Source: an optimization exercise on an open RTL-to-GDS flow (aim: small area). Production flows keep margins and buffers that such runs may drop. In this exercise RTL edits were held to simulation tests only and were not proved equivalent to the original.

==> inputs of yarrow <==
## Car_Simulator_Top
module Car_Simulator_Top (
    input CLK,
    input RST,  
    input KEY_1, KEY_2, KEY_3, KEY_4, KEY_5, KEY_6,
    input KEY_7, KEY_8, KEY_9, KEY_STAR, KEY_0, KEY_SHARP,
    input [7:0] DIP_SW,
    output SPI_SCK, SPI_AD, SPI_DIN, input SPI_DOUT,
    output [7:0] SEG_DATA, SEG_COM,
    output PIEZO,
    output [7:0] LED,
    output LCD_RS, LCD_RW, LCD_E, output [7:0] LCD_DATA,
    output [7:0] SEG_1_DATA,
    output SERVO_PWM,
    output [3:0] FC_RED, output [3:0] FC_GREEN, output [3:0] FC_BLUE,
    output [3:0] STEP_MOTOR
);
    function [23:0] add;         
        input [23:0] a, b;
        input ci;
        integer i;
        reg c;
        begin
            c = ci;
            for (i = 0; i < 24; i = i + 1) begin
                add[i] = a[i] ^ b[i] ^ c;
                c = (a[i] & b[i]) | (a[i] & c) | (b[i] & c);
            end
        end
    endfunction
    function ge;                 
        input [23:0] a, b;
        integer i;
        reg c;
        begin
            c = 1'b1;
            for (i = 0; i < 24; i = i + 1)
                c = (a[i] & ~b[i]) | (a[i] & c) | (~b[i] & c);
            ge = c;
        end
    endfunction
    function [15:0] l16; input [15:0] s; l16 = {s[14:0], ~(s[15] ^ s[14] ^ s[12] ^ s[3])}; endfunction
    function [13:0] l14; input [13:0] s; l14 = {s[12:0], ~(s[13] ^ s[4] ^ s[2] ^ s[0])}; endfunction
    function [10:0] l11; input [10:0] s; l11 = {s[9:0], ~(s[10] ^ s[8])}; endfunction
    function [7:0]  l8;  input [7:0] s;  l8  = {s[6:0], ~(s[7] ^ s[5] ^ s[4] ^ s[3])}; endfunction
  ...
clock: 125.0 ns
lec_check: 0
abc_area: 1
cap_margin: 20
core_margin: 2
core_utilization: 65
slew_margin: 20
standard.sh (not shown) runs the stock make flow with config.mk's settings and CLKGATE_MAP_FILE= SYNTH_SCRIPT=/design/flow/synth_recipe.tcl, a recipe that flattens the netlist after the stock synthesis.
==> flow/flow/run.sh <==
#!/bin/bash
# Own layout flow: the standard synthesis, then the combinational logic is
# re-mapped with a stronger ABC script (every flip-flop of the standard synthesis
# is kept, with its name and cell; 24 seeds are tried and the smallest result is
# used), then the standard flow from floorplan to the final layout, with small
# port buffers and a clock tree of small buffers without dummy loads.
set -euo pipefail
W=$PWD
P=${FLOW_PLATFORM:-sky130hd}
LIB=$FLOW_HOME/platforms/$P/lib/sky130_fd_sc_hd__tt_025C_1v80.lib
R=$W/orfs/results/$P/Car_Simulator_Top/base
L=$W/orfs/logs/$P/Car_Simulator_Top/base
T=200

# 1. standard synthesis
bash standard.sh synth > $W/log_1_standard_synth.log 2>&1
cp $R/1_2_yosys.v $W/synth_standard.v

# 2. combinational cell models from the liberty file
yosys -q -l $W/log_2_cells.log -p "read_liberty -ignore_miss_func $LIB; write_verilog -noattr $W/allcells.v" > /dev/null 2>&1
python3 $W/flow/comb_cells.py $W/allcells.v $W/comb_cells.v > $W/log_3_comb_cells.log 2>&1

# 3. re-map with 24 seeds, four at a time (same don't-use cells as the standard synthesis)
DU=$(grep -o "abc -script.*" $L/1_2_yosys.log | head -1 | grep -o -- "-dont_use [^ ]*" | tr '\n' ' ' || true)
remap() {
  local S=$1
  sed -e "s|{T}|$T|" -e "s|{SEED}|$S|" $W/flow/area.abc > $W/area_$S.abc
  sed -e "s|{LIB}|$LIB|g" -e "s|{IN}|$W/synth_standard.v|" -e "s|{TOP}|$FLOW_TOP|" \
      -e "s|{CELLS}|$W/comb_cells.v|" -e "s|{ABC}|$W/area_$S.abc|" -e "s|{DONTUSE}|$DU|" \
      -e "s|{STAT}|$W/synth_remap_stat_$S.txt|" -e "s|{OUT}|$W/synth_remap_$S.v|" $W/flow/remap.ys > $W/remap_$S.ys
  yosys -l $W/log_4_remap_$S.log -s $W/remap_$S.ys > /dev/null 2>&1 || rm -f $W/synth_remap_$S.v
}
for S in 1 2 3 4; do remap $S & done
wait
for S in 5 6 7 8; do remap $S & done
wait
for S in 9 10 11 12; do remap $S & done
wait
for S in 13 14 15 16; do remap $S & done
wait
for S in 17 18 19 20; do remap $S & done
wait
for S in 21 22 23 24; do remap $S & done
wait
BEST=""; BESTA=""
for S in $(seq 1 24); do
  if [[ -s $W/synth_remap_$S.v ]]; then
    A=$(grep "Chip area" $W/synth_remap_stat_$S.txt | awk '{print $NF}')
    echo "seed $S: $A" >> $W/log_5_choice.log
    if [[ -z "$BEST" ]] || python3 -c "import sys; sys.exit(0 if $A < $BESTA else 1)"; then BEST=$S; BESTA=$A; fi
  fi
done
if [[ -n "$BEST" ]]; then
  echo "using seed $BEST ($BESTA)" >> $W/log_5_choice.log
  cp $W/synth_remap_$BEST.v $W/synth_remap.v
  cp $W/synth_remap.v $R/1_2_yosys.v
  rm -f $R/1_synth.odb $R/1_synth.sdc
else
  echo "no re-mapped netlist; keeping the standard synthesis" >> $W/log_5_choice.log
fi

# 4. standard flow from the (re-mapped) netlist
export BUFFER_PORTS_ARGS="-buffer_cell sky130_fd_sc_hd__buf_1"
export CTS_ARGS="-sink_clustering_enable -repair_clock_nets -dont_use_dummy_load -buf_list sky130_fd_sc_hd__clkbuf_4 -sink_clustering_size 9 -sink_clustering_max_diameter 40"
bash standard.sh finish > $W/log_6_standard_flow.log 2>&1
==> flow/flow/area.abc <==
strash
&get -n
&deepsyn -T {T} -S {SEED}
&put
&get -n
&dch -f
&nf -a -R 1000
&put
strash
&get -n
&dch -f
&nf -a -R 1000
&put
strash
&get -n
&dch -f
&nf -a -R 1000
&put
topo
Other scripts of this flow, unchanged in this note and not shown: flow/flow/comb_cells.py, flow/flow/remap.ys
==> pepper (differences from yarrow) <==
--- a/flow/design.v
+++ b/flow/design.v
@@ -71,55 +71,55 @@
     end
     reg [2:0] p;
     always @(posedge CLK) begin
         if (rst || p == 3'd5) p <= 0;
         else p <= p + 1'b1;
     end
     wire sck_rise = (p == 3'd3);
     wire sck_fall = (p == 3'd0) & ~jr;
-    reg [4:0] bcnt;              
-    wire      spi_t = ~bcnt[4] | (bcnt[3:0] == 4'd0);               
+    reg       spi_t;             
+    reg [4:0] bcnt;
     reg       ch, prv;
     reg [7:0] sr;
     reg [7:0] accel_raw;
     reg       cds_new;           
-    wire spi_done = (bcnt == 5'd17) & (p == 3'd4);
+    wire spi_done = ~spi_t & (bcnt == 5'd17) & (p == 3'd4);
     always @(posedge CLK) begin
         if (spi_t & sck_rise & (bcnt >= 5'd4) & (bcnt <= 5'd11))
             sr <= {sr[6:0], SPI_DOUT};
     end
     always @(posedge CLK) begin
         if (rst) begin
-            bcnt <= 5'd18; ch <= 0; prv <= 0; accel_raw <= 0; cds_new <= 0;
+            spi_t <= 0; bcnt <= 0; ch <= 0; prv <= 0; accel_raw <= 0; cds_new <= 0;
         end else begin
             cds_new <= spi_done & ~prv;
             if (!spi_t) begin
                 if (spi_done) begin
                     if (prv) accel_raw <= sr;
                     prv <= ch;
                     ch <= ~ch;
                 end
-                if (sck_fall) bcnt <= 0;
+                if (sck_fall) begin spi_t <= 1; bcnt <= 0; end
             end else if (sck_rise) begin
                 bcnt <= bcnt + 1'b1;
+                if (bcnt == 5'd16) spi_t <= 0;
             end
         end
     end
     assign SPI_SCK = p[2] | (p[1] & p[0]);
     assign SPI_AD  = ~spi_t;
     assign SPI_DIN = (bcnt == 5'd1) | (bcnt == 5'd7) | (bcnt == 5'd8) | (bcnt == 5'd11) |
                      (bcnt == 5'd12) | ((bcnt == 5'd6) & ch);
-    reg [3:0] Ft, Fo;            
+    reg [6:0] F;
     reg [1:0] fop;               
-    wire Ft_nz = (Ft != 4'd0);
-    wire F_ge8 = Ft_nz | (Fo[3] & 1'b1);                        
-    wire fuel_nz = (fop == 2'd0) ? (Ft_nz | (Fo != 4'd0)) :
-                   (fop == 2'd1) ? (Ft_nz | (Fo[3:1] != 3'd0)) :
-                   (fop == 2'd2) ? (Ft_nz | (Fo == 4'd9)) : 1'b0;
+    wire F_ge8 = ge(F, 8);
+    wire fuel_nz = (fop == 2'd0) ? (F != 7'd0) :
+                   (fop == 2'd1) ? (F[6:1] != 6'd0) :
+                   (fop == 2'd2) ? ge(F, 9) : 1'b0;
     wire [7:0] accel = fuel_nz ? accel_raw : 8'd0;
     wire accel_active = ge(accel, 11);
     wire [7:0] eff = ge(accel, 6) ? add(accel, ~18'd5, 1'b1) : 8'd0;
     reg [1:0] pst;               
     reg prev_key_0;
     wire engine_on = (pst == 2'd2);
     wire is_off = (pst == 2'd0);
     always @(posedge CLK) begin
@@ -421,35 +421,29 @@
             dist_acc <= 0; dsub <= 0;
         end else begin
             if (c250 == 8'd245) dsub <= ge(dist_acc, 5000);
             if (dstep) dist_acc <= add(dist_acc, dop, 1'b0);
         end
     end
     always @(posedge CLK) begin
         if (rst) begin
-            Ft <= 4'd10; Fo <= 4'd0; fop <= 0; fuel_acc <= 0; temp <= 8'd25; temp_acc <= 0; odo_p <= 0;
+            F <= 7'd100; fop <= 0; fuel_acc <= 0; temp <= 8'd25; temp_acc <= 0; odo_p <= 0;
         end else begin
-            if (fop == 2'd3) begin Ft <= 0; Fo <= 0; end
-            else if (fop == 2'd1) begin                                  
-                if (Fo == 4'd0) begin Ft <= Ft - 1'b1; Fo <= 4'd9; end
-                else Fo <= Fo - 1'b1;
-            end else if (fop == 2'd2) begin                              
-                if (Fo[3]) Fo <= {3'b0, Fo[0]};
-                else begin Ft <= Ft - 1'b1; Fo <= Fo + 4'd2; end
-            end
+            if (fop == 2'd3) F <= 0;
+            else if (fop != 2'd0) F <= add(F, fop[1] ? 7'h78 : 7'h7f, 1'b0);
             fop <= 0;
             odo_p <= 0;
             if (tick_1s) begin
                 odo_p <= dact & dsub;
                 if (KEY_8) begin
                     fop <= F_ge8 ? 2'd2 : 2'd3;
                 end else if (engine_on) begin
                     if (ge(fuel_acc, 5000)) begin
-                        if (Ft_nz | (Fo != 4'd0)) fop <= 2'd1;
+                        if (F != 0) fop <= 2'd1;
                         fuel_acc <= 0;
                     end else
                         fuel_acc <= add(add(fuel_acc, eff, 1'b0), add(rpm_div100, 18'd10, 1'b0), 1'b0);
                 end
                 if (tact) begin
                     if (ge(temp_acc, tthr)) begin
                         temp <= add(temp, tup ? 8'h01 : 8'hff, 1'b0);
                         temp_acc <= 0;
@@ -651,26 +645,30 @@
             else if (kmatch && kcnt == 6'h09) kmsg <= 0;
         end
     end
     reg emsg_l, kmsg_l, side_l;
     always @(posedge CLK) begin
         emsg_l <= emsg; kmsg_l <= kmsg; side_l <= side;
     end
     wire off_l = prev_off;
-    wire [11:0] f_bcd = {3'b0, Ft == 4'd10, (Ft == 4'd10) ? 4'd0 : Ft, Fo};
+    function [7:0] dch;          
+        input [3:0] d;
+        dch = {4'h3, d};
+    endfunction
+    wire [11:0] f_bcd = bcd8({1'b0, F});
     reg [3:0] cidx;
     localparam [127:0] L_ENG  = "   ENGINE ON!   ";
     localparam [127:0] L_KEY  = "    KEY ON      ";
     localparam [127:0] L_ODO  = "ODO: 00000 km   ";
     localparam [127:0] L_SIDE = "   SIDE ON!     ";
     localparam [127:0] L_FUEL = " FUEL:  00 %    ";
     wire [127:0] odo_line = {L_ODO[127:88], 4'h3, odo[19:16], 4'h3, odo[15:12], 4'h3, odo[11:8],
                              4'h3, odo[7:4], 4'h3, odo[3:0], L_ODO[47:0]};
-    wire [7:0] warn = (Ft[3:1] != 3'd0 || (Ft == 4'd1 && ge(Fo, 5))) ? " " : "!";
+    wire [7:0] warn = ge(F, 15) ? " " : "!";
     wire [127:0] fuel_line = {L_FUEL[127:72], f_bcd[8] ? "1" : " ", 4'h3, f_bcd[7:4], 4'h3, f_bcd[3:0],
                               L_FUEL[47:24], warn, warn, L_FUEL[7:0]};
     wire [127:0] line1 = off_l ? {16{8'h20}} : emsg_l ? L_ENG : kmsg_l ? L_KEY : odo_line;
     wire [127:0] line2 = (off_l || emsg_l || kmsg_l) ? {16{8'h20}} : side_l ? L_SIDE : fuel_line;
     wire [7:0] ch1 = line1[8 * (15 - cidx) +: 8];
     wire [7:0] ch2 = line2[8 * (15 - cidx) +: 8];
     localparam [3:0] S_POW = 0, S_I1 = 1, S_I2 = 2, S_I3 = 3, S_FS = 4, S_DOFF = 5, S_CLR = 6,
                      S_ENT = 7, S_DON = 8, S_IDLE = 9, S_L1C = 10, S_L1W = 11, S_L2C = 12,
==> flow/flow/run.sh (replaced) <==
#!/bin/bash
# Own layout flow: the standard synthesis, then the combinational logic is
# re-mapped with a stronger ABC script (every flip-flop of the standard synthesis
# is kept, with its name and cell; four seeds are tried and the smallest result is
# used), then the standard flow from floorplan to the final layout, with small
# port buffers and a clock tree of small buffers without dummy loads.
set -euo pipefail
W=$PWD
P=${FLOW_PLATFORM:-sky130hd}
LIB=$FLOW_HOME/platforms/$P/lib/sky130_fd_sc_hd__tt_025C_1v80.lib
R=$W/orfs/results/$P/Car_Simulator_Top/base
L=$W/orfs/logs/$P/Car_Simulator_Top/base
T=240

# 1. standard synthesis
bash standard.sh synth > $W/log_1_standard_synth.log 2>&1
cp $R/1_2_yosys.v $W/synth_standard.v

# 2. combinational cell models from the liberty file
yosys -q -l $W/log_2_cells.log -p "read_liberty -ignore_miss_func $LIB; write_verilog -noattr $W/allcells.v" > /dev/null 2>&1
python3 $W/flow/comb_cells.py $W/allcells.v $W/comb_cells.v > $W/log_3_comb_cells.log 2>&1

# 3. re-map with four seeds in parallel (same don't-use cells as the standard synthesis)
DU=$(grep -o "abc -script.*" $L/1_2_yosys.log | head -1 | grep -o -- "-dont_use [^ ]*" | tr '\n' ' ' || true)
for S in 1 2 3 4; do
  sed -e "s|{T}|$T|" -e "s|{SEED}|$S|" $W/flow/area.abc > $W/area_$S.abc
  sed -e "s|{LIB}|$LIB|g" -e "s|{IN}|$W/synth_standard.v|" -e "s|{TOP}|$FLOW_TOP|" \
      -e "s|{CELLS}|$W/comb_cells.v|" -e "s|{ABC}|$W/area_$S.abc|" -e "s|{DONTUSE}|$DU|" \
      -e "s|{STAT}|$W/synth_remap_stat_$S.txt|" -e "s|{OUT}|$W/synth_remap_$S.v|" $W/flow/remap.ys > $W/remap_$S.ys
  (yosys -l $W/log_4_remap_$S.log -s $W/remap_$S.ys > /dev/null 2>&1 || rm -f $W/synth_remap_$S.v) &
done
wait
BEST=""; BESTA=""
for S in 1 2 3 4; do
  if [[ -s $W/synth_remap_$S.v ]]; then
    A=$(grep "Chip area" $W/synth_remap_stat_$S.txt | awk '{print $NF}')
    echo "seed $S: $A" >> $W/log_5_choice.log
    if [[ -z "$BEST" ]] || python3 -c "import sys; sys.exit(0 if $A < $BESTA else 1)"; then BEST=$S; BESTA=$A; fi
  fi
done
if [[ -n "$BEST" ]]; then
  echo "using seed $BEST ($BESTA)" >> $W/log_5_choice.log
  cp $W/synth_remap_$BEST.v $W/synth_remap.v
  cp $W/synth_remap.v $R/1_2_yosys.v
  rm -f $R/1_synth.odb $R/1_synth.sdc
else
  echo "no re-mapped netlist; keeping the standard synthesis" >> $W/log_5_choice.log
fi

# 4. standard flow from the (re-mapped) netlist
export BUFFER_PORTS_ARGS="-buffer_cell sky130_fd_sc_hd__buf_1"
export CTS_ARGS="-sink_clustering_enable -repair_clock_nets -dont_use_dummy_load -buf_list sky130_fd_sc_hd__clkbuf_4 -sink_clustering_size 9 -sink_clustering_max_diameter 40"
bash standard.sh finish > $W/log_6_standard_flow.log 2>&1
==> flow/flow/area.abc (replaced) <==
strash
&get -n
&deepsyn -T {T} -S {SEED}
&put
&get -n
&dch -f
&nf -a -R 1000
&put
strash
&get -n
&dch -f
&nf -a -R 1000
&put
topo
==> harbor (differences from yarrow) <==
--- a/flow/design.v
+++ b/flow/design.v
@@ -71,55 +71,55 @@
     end
     reg [2:0] p;
     always @(posedge CLK) begin
         if (rst || p == 3'd5) p <= 0;
         else p <= p + 1'b1;
     end
     wire sck_rise = (p == 3'd3);
     wire sck_fall = (p == 3'd0) & ~jr;
-    reg [4:0] bcnt;              
-    wire      spi_t = ~bcnt[4] | (bcnt[3:0] == 4'd0);               
+    reg       spi_t;             
+    reg [4:0] bcnt;
     reg       ch, prv;
     reg [7:0] sr;
     reg [7:0] accel_raw;
     reg       cds_new;           
-    wire spi_done = (bcnt == 5'd17) & (p == 3'd4);
+    wire spi_done = ~spi_t & (bcnt == 5'd17) & (p == 3'd4);
     always @(posedge CLK) begin
         if (spi_t & sck_rise & (bcnt >= 5'd4) & (bcnt <= 5'd11))
             sr <= {sr[6:0], SPI_DOUT};
     end
     always @(posedge CLK) begin
         if (rst) begin
-            bcnt <= 5'd18; ch <= 0; prv <= 0; accel_raw <= 0; cds_new <= 0;
+            spi_t <= 0; bcnt <= 0; ch <= 0; prv <= 0; accel_raw <= 0; cds_new <= 0;
         end else begin
             cds_new <= spi_done & ~prv;
             if (!spi_t) begin
                 if (spi_done) begin
                     if (prv) accel_raw <= sr;
                     prv <= ch;
                     ch <= ~ch;
                 end
-                if (sck_fall) bcnt <= 0;
+                if (sck_fall) begin spi_t <= 1; bcnt <= 0; end
             end else if (sck_rise) begin
                 bcnt <= bcnt + 1'b1;
+                if (bcnt == 5'd16) spi_t <= 0;
             end
         end
     end
     assign SPI_SCK = p[2] | (p[1] & p[0]);
     assign SPI_AD  = ~spi_t;
     assign SPI_DIN = (bcnt == 5'd1) | (bcnt == 5'd7) | (bcnt == 5'd8) | (bcnt == 5'd11) |
                      (bcnt == 5'd12) | ((bcnt == 5'd6) & ch);
-    reg [3:0] Ft, Fo;            
+    reg [6:0] F;
     reg [1:0] fop;               
-    wire Ft_nz = (Ft != 4'd0);
-    wire F_ge8 = Ft_nz | (Fo[3] & 1'b1);                        
-    wire fuel_nz = (fop == 2'd0) ? (Ft_nz | (Fo != 4'd0)) :
-                   (fop == 2'd1) ? (Ft_nz | (Fo[3:1] != 3'd0)) :
-                   (fop == 2'd2) ? (Ft_nz | (Fo == 4'd9)) : 1'b0;
+    wire F_ge8 = ge(F, 8);
+    wire fuel_nz = (fop == 2'd0) ? (F != 7'd0) :
+                   (fop == 2'd1) ? (F[6:1] != 6'd0) :
+                   (fop == 2'd2) ? ge(F, 9) : 1'b0;
     wire [7:0] accel = fuel_nz ? accel_raw : 8'd0;
     wire accel_active = ge(accel, 11);
     wire [7:0] eff = ge(accel, 6) ? add(accel, ~18'd5, 1'b1) : 8'd0;
     reg [1:0] pst;               
     reg prev_key_0;
     wire engine_on = (pst == 2'd2);
     wire is_off = (pst == 2'd0);
     always @(posedge CLK) begin
@@ -421,35 +421,29 @@
             dist_acc <= 0; dsub <= 0;
         end else begin
             if (c250 == 8'd245) dsub <= ge(dist_acc, 5000);
             if (dstep) dist_acc <= add(dist_acc, dop, 1'b0);
         end
     end
     always @(posedge CLK) begin
         if (rst) begin
-            Ft <= 4'd10; Fo <= 4'd0; fop <= 0; fuel_acc <= 0; temp <= 8'd25; temp_acc <= 0; odo_p <= 0;
+            F <= 7'd100; fop <= 0; fuel_acc <= 0; temp <= 8'd25; temp_acc <= 0; odo_p <= 0;
         end else begin
-            if (fop == 2'd3) begin Ft <= 0; Fo <= 0; end
-            else if (fop == 2'd1) begin                                  
-                if (Fo == 4'd0) begin Ft <= Ft - 1'b1; Fo <= 4'd9; end
-                else Fo <= Fo - 1'b1;
-            end else if (fop == 2'd2) begin                              
-                if (Fo[3]) Fo <= {3'b0, Fo[0]};
-                else begin Ft <= Ft - 1'b1; Fo <= Fo + 4'd2; end
-            end
+            if (fop == 2'd3) F <= 0;
+            else if (fop != 2'd0) F <= add(F, fop[1] ? 7'h78 : 7'h7f, 1'b0);
             fop <= 0;
             odo_p <= 0;
             if (tick_1s) begin
                 odo_p <= dact & dsub;
                 if (KEY_8) begin
                     fop <= F_ge8 ? 2'd2 : 2'd3;
                 end else if (engine_on) begin
                     if (ge(fuel_acc, 5000)) begin
-                        if (Ft_nz | (Fo != 4'd0)) fop <= 2'd1;
+                        if (F != 0) fop <= 2'd1;
                         fuel_acc <= 0;
                     end else
                         fuel_acc <= add(add(fuel_acc, eff, 1'b0), add(rpm_div100, 18'd10, 1'b0), 1'b0);
                 end
                 if (tact) begin
                     if (ge(temp_acc, tthr)) begin
                         temp <= add(temp, tup ? 8'h01 : 8'hff, 1'b0);
                         temp_acc <= 0;
@@ -651,26 +645,30 @@
             else if (kmatch && kcnt == 6'h09) kmsg <= 0;
         end
     end
     reg emsg_l, kmsg_l, side_l;
     always @(posedge CLK) begin
         emsg_l <= emsg; kmsg_l <= kmsg; side_l <= side;
     end
     wire off_l = prev_off;
-    wire [11:0] f_bcd = {3'b0, Ft == 4'd10, (Ft == 4'd10) ? 4'd0 : Ft, Fo};
+    function [7:0] dch;          
+        input [3:0] d;
+        dch = {4'h3, d};
+    endfunction
+    wire [11:0] f_bcd = bcd8({1'b0, F});
     reg [3:0] cidx;
     localparam [127:0] L_ENG  = "   ENGINE ON!   ";
     localparam [127:0] L_KEY  = "    KEY ON      ";
     localparam [127:0] L_ODO  = "ODO: 00000 km   ";
     localparam [127:0] L_SIDE = "   SIDE ON!     ";
     localparam [127:0] L_FUEL = " FUEL:  00 %    ";
     wire [127:0] odo_line = {L_ODO[127:88], 4'h3, odo[19:16], 4'h3, odo[15:12], 4'h3, odo[11:8],
                              4'h3, odo[7:4], 4'h3, odo[3:0], L_ODO[47:0]};
-    wire [7:0] warn = (Ft[3:1] != 3'd0 || (Ft == 4'd1 && ge(Fo, 5))) ? " " : "!";
+    wire [7:0] warn = ge(F, 15) ? " " : "!";
     wire [127:0] fuel_line = {L_FUEL[127:72], f_bcd[8] ? "1" : " ", 4'h3, f_bcd[7:4], 4'h3, f_bcd[3:0],
                               L_FUEL[47:24], warn, warn, L_FUEL[7:0]};
     wire [127:0] line1 = off_l ? {16{8'h20}} : emsg_l ? L_ENG : kmsg_l ? L_KEY : odo_line;
     wire [127:0] line2 = (off_l || emsg_l || kmsg_l) ? {16{8'h20}} : side_l ? L_SIDE : fuel_line;
     wire [7:0] ch1 = line1[8 * (15 - cidx) +: 8];
     wire [7:0] ch2 = line2[8 * (15 - cidx) +: 8];
     localparam [3:0] S_POW = 0, S_I1 = 1, S_I2 = 2, S_I3 = 3, S_FS = 4, S_DOFF = 5, S_CLR = 6,
                      S_ENT = 7, S_DON = 8, S_IDLE = 9, S_L1C = 10, S_L1W = 11, S_L2C = 12,
--- a/flow/flow/run.sh
+++ b/flow/flow/run.sh
@@ -1,12 +1,12 @@
 #!/bin/bash
 # Own layout flow: the standard synthesis, then the combinational logic is
 # re-mapped with a stronger ABC script (every flip-flop of the standard synthesis
-# is kept, with its name and cell; 24 seeds are tried and the smallest result is
+# is kept, with its name and cell; eight seeds are tried and the smallest result is
 # used), then the standard flow from floorplan to the final layout, with small
 # port buffers and a clock tree of small buffers without dummy loads.
 set -euo pipefail
 W=$PWD
 P=${FLOW_PLATFORM:-sky130hd}
 LIB=$FLOW_HOME/platforms/$P/lib/sky130_fd_sc_hd__tt_025C_1v80.lib
 R=$W/orfs/results/$P/Car_Simulator_Top/base
 L=$W/orfs/logs/$P/Car_Simulator_Top/base
@@ -15,40 +15,32 @@
 # 1. standard synthesis
 bash standard.sh synth > $W/log_1_standard_synth.log 2>&1
 cp $R/1_2_yosys.v $W/synth_standard.v
 
 # 2. combinational cell models from the liberty file
 yosys -q -l $W/log_2_cells.log -p "read_liberty -ignore_miss_func $LIB; write_verilog -noattr $W/allcells.v" > /dev/null 2>&1
 python3 $W/flow/comb_cells.py $W/allcells.v $W/comb_cells.v > $W/log_3_comb_cells.log 2>&1
 
-# 3. re-map with 24 seeds, four at a time (same don't-use cells as the standard synthesis)
+# 3. re-map with eight seeds, four at a time (same don't-use cells as the standard synthesis)
 DU=$(grep -o "abc -script.*" $L/1_2_yosys.log | head -1 | grep -o -- "-dont_use [^ ]*" | tr '\n' ' ' || true)
 remap() {
   local S=$1
   sed -e "s|{T}|$T|" -e "s|{SEED}|$S|" $W/flow/area.abc > $W/area_$S.abc
   sed -e "s|{LIB}|$LIB|g" -e "s|{IN}|$W/synth_standard.v|" -e "s|{TOP}|$FLOW_TOP|" \
       -e "s|{CELLS}|$W/comb_cells.v|" -e "s|{ABC}|$W/area_$S.abc|" -e "s|{DONTUSE}|$DU|" \
       -e "s|{STAT}|$W/synth_remap_stat_$S.txt|" -e "s|{OUT}|$W/synth_remap_$S.v|" $W/flow/remap.ys > $W/remap_$S.ys
   yosys -l $W/log_4_remap_$S.log -s $W/remap_$S.ys > /dev/null 2>&1 || rm -f $W/synth_remap_$S.v
 }
 for S in 1 2 3 4; do remap $S & done
 wait
 for S in 5 6 7 8; do remap $S & done
 wait
-for S in 9 10 11 12; do remap $S & done
-wait
-for S in 13 14 15 16; do remap $S & done
-wait
-for S in 17 18 19 20; do remap $S & done
-wait
-for S in 21 22 23 24; do remap $S & done
-wait
 BEST=""; BESTA=""
-for S in $(seq 1 24); do
+for S in 1 2 3 4 5 6 7 8; do
   if [[ -s $W/synth_remap_$S.v ]]; then
     A=$(grep "Chip area" $W/synth_remap_stat_$S.txt | awk '{print $NF}')
     echo "seed $S: $A" >> $W/log_5_choice.log
     if [[ -z "$BEST" ]] || python3 -c "import sys; sys.exit(0 if $A < $BESTA else 1)"; then BEST=$S; BESTA=$A; fi
   fi
 done
 if [[ -n "$BEST" ]]; then
   echo "using seed $BEST ($BESTA)" >> $W/log_5_choice.log
- GPL_TIMING_DRIVEN: default -> 0
==> impl_metrics.env <==
export IMPL_run_status="complete, no violations"
export IMPL_r2r_cells=88
export IMPL_dr_wl_met2_mm=26.35
export IMPL_crit_arrival_ps=29870
export IMPL_path_depth=23
the above is filed under yarrow

==> impl_metrics.env <==
export IMPL_run_status="complete, no violations"
export IMPL_insertion_delay_ps=770
export IMPL_dr_wl_met2_mm=27.48
export IMPL_post_drt_wl_per_cell_um=18.20
export IMPL_r2r_cells=83
export IMPL_path_depth=22
export IMPL_cp_slowest_stage_delay_ps=640
export IMPL_final_cell_mix="nor2_1 (366), nand2_1 (349), dfxtp_1 (336)"
export IMPL_min_period_over_period_pct=44.01
the above is filed under pepper

==> impl_metrics.env <==
export IMPL_run_status="complete, no violations"
export IMPL_r2r_cells=83
export IMPL_path_depth=23
export IMPL_dr_wl_met2_mm=25.89
export IMPL_crit_arrival_ps=31200
the above is filed under harbor

-- afterwards: timing with drivers on the ports --
The flow's constraints put no driver on any port. The routed layouts listed below were extracted and timed again, unchanged, in two steps. Step 1 assumes that a clkbuf_16 drives the clock port and a buf_2 every other input. Step 2 also shifts input and output timing later by t, the mid clock arrival at the registers, as if the neighbouring blocks saw the same clock. Slacks: no drivers / after step 1 / after step 2; pairs: no drivers / after step 1.
| run | t, ns | slack for setup (ns) | worst data-port slew with drivers (ns) |
|---|---|---|---|
| yarrow | 0.770 | 70.128 / 70.103 / 70.103 | 0.06 |
| pepper | 0.761 | 69.987 / 69.964 / 69.964 | 0.08 |
| harbor | 0.829 | 68.797 / 68.762 / 68.762 | 0.04 |
After both steps every run listed still meets setup and hold. For harbor, which loses most, drivers alone change the setup slack by -0.035 ns; drivers and shift together by -0.035 ns.
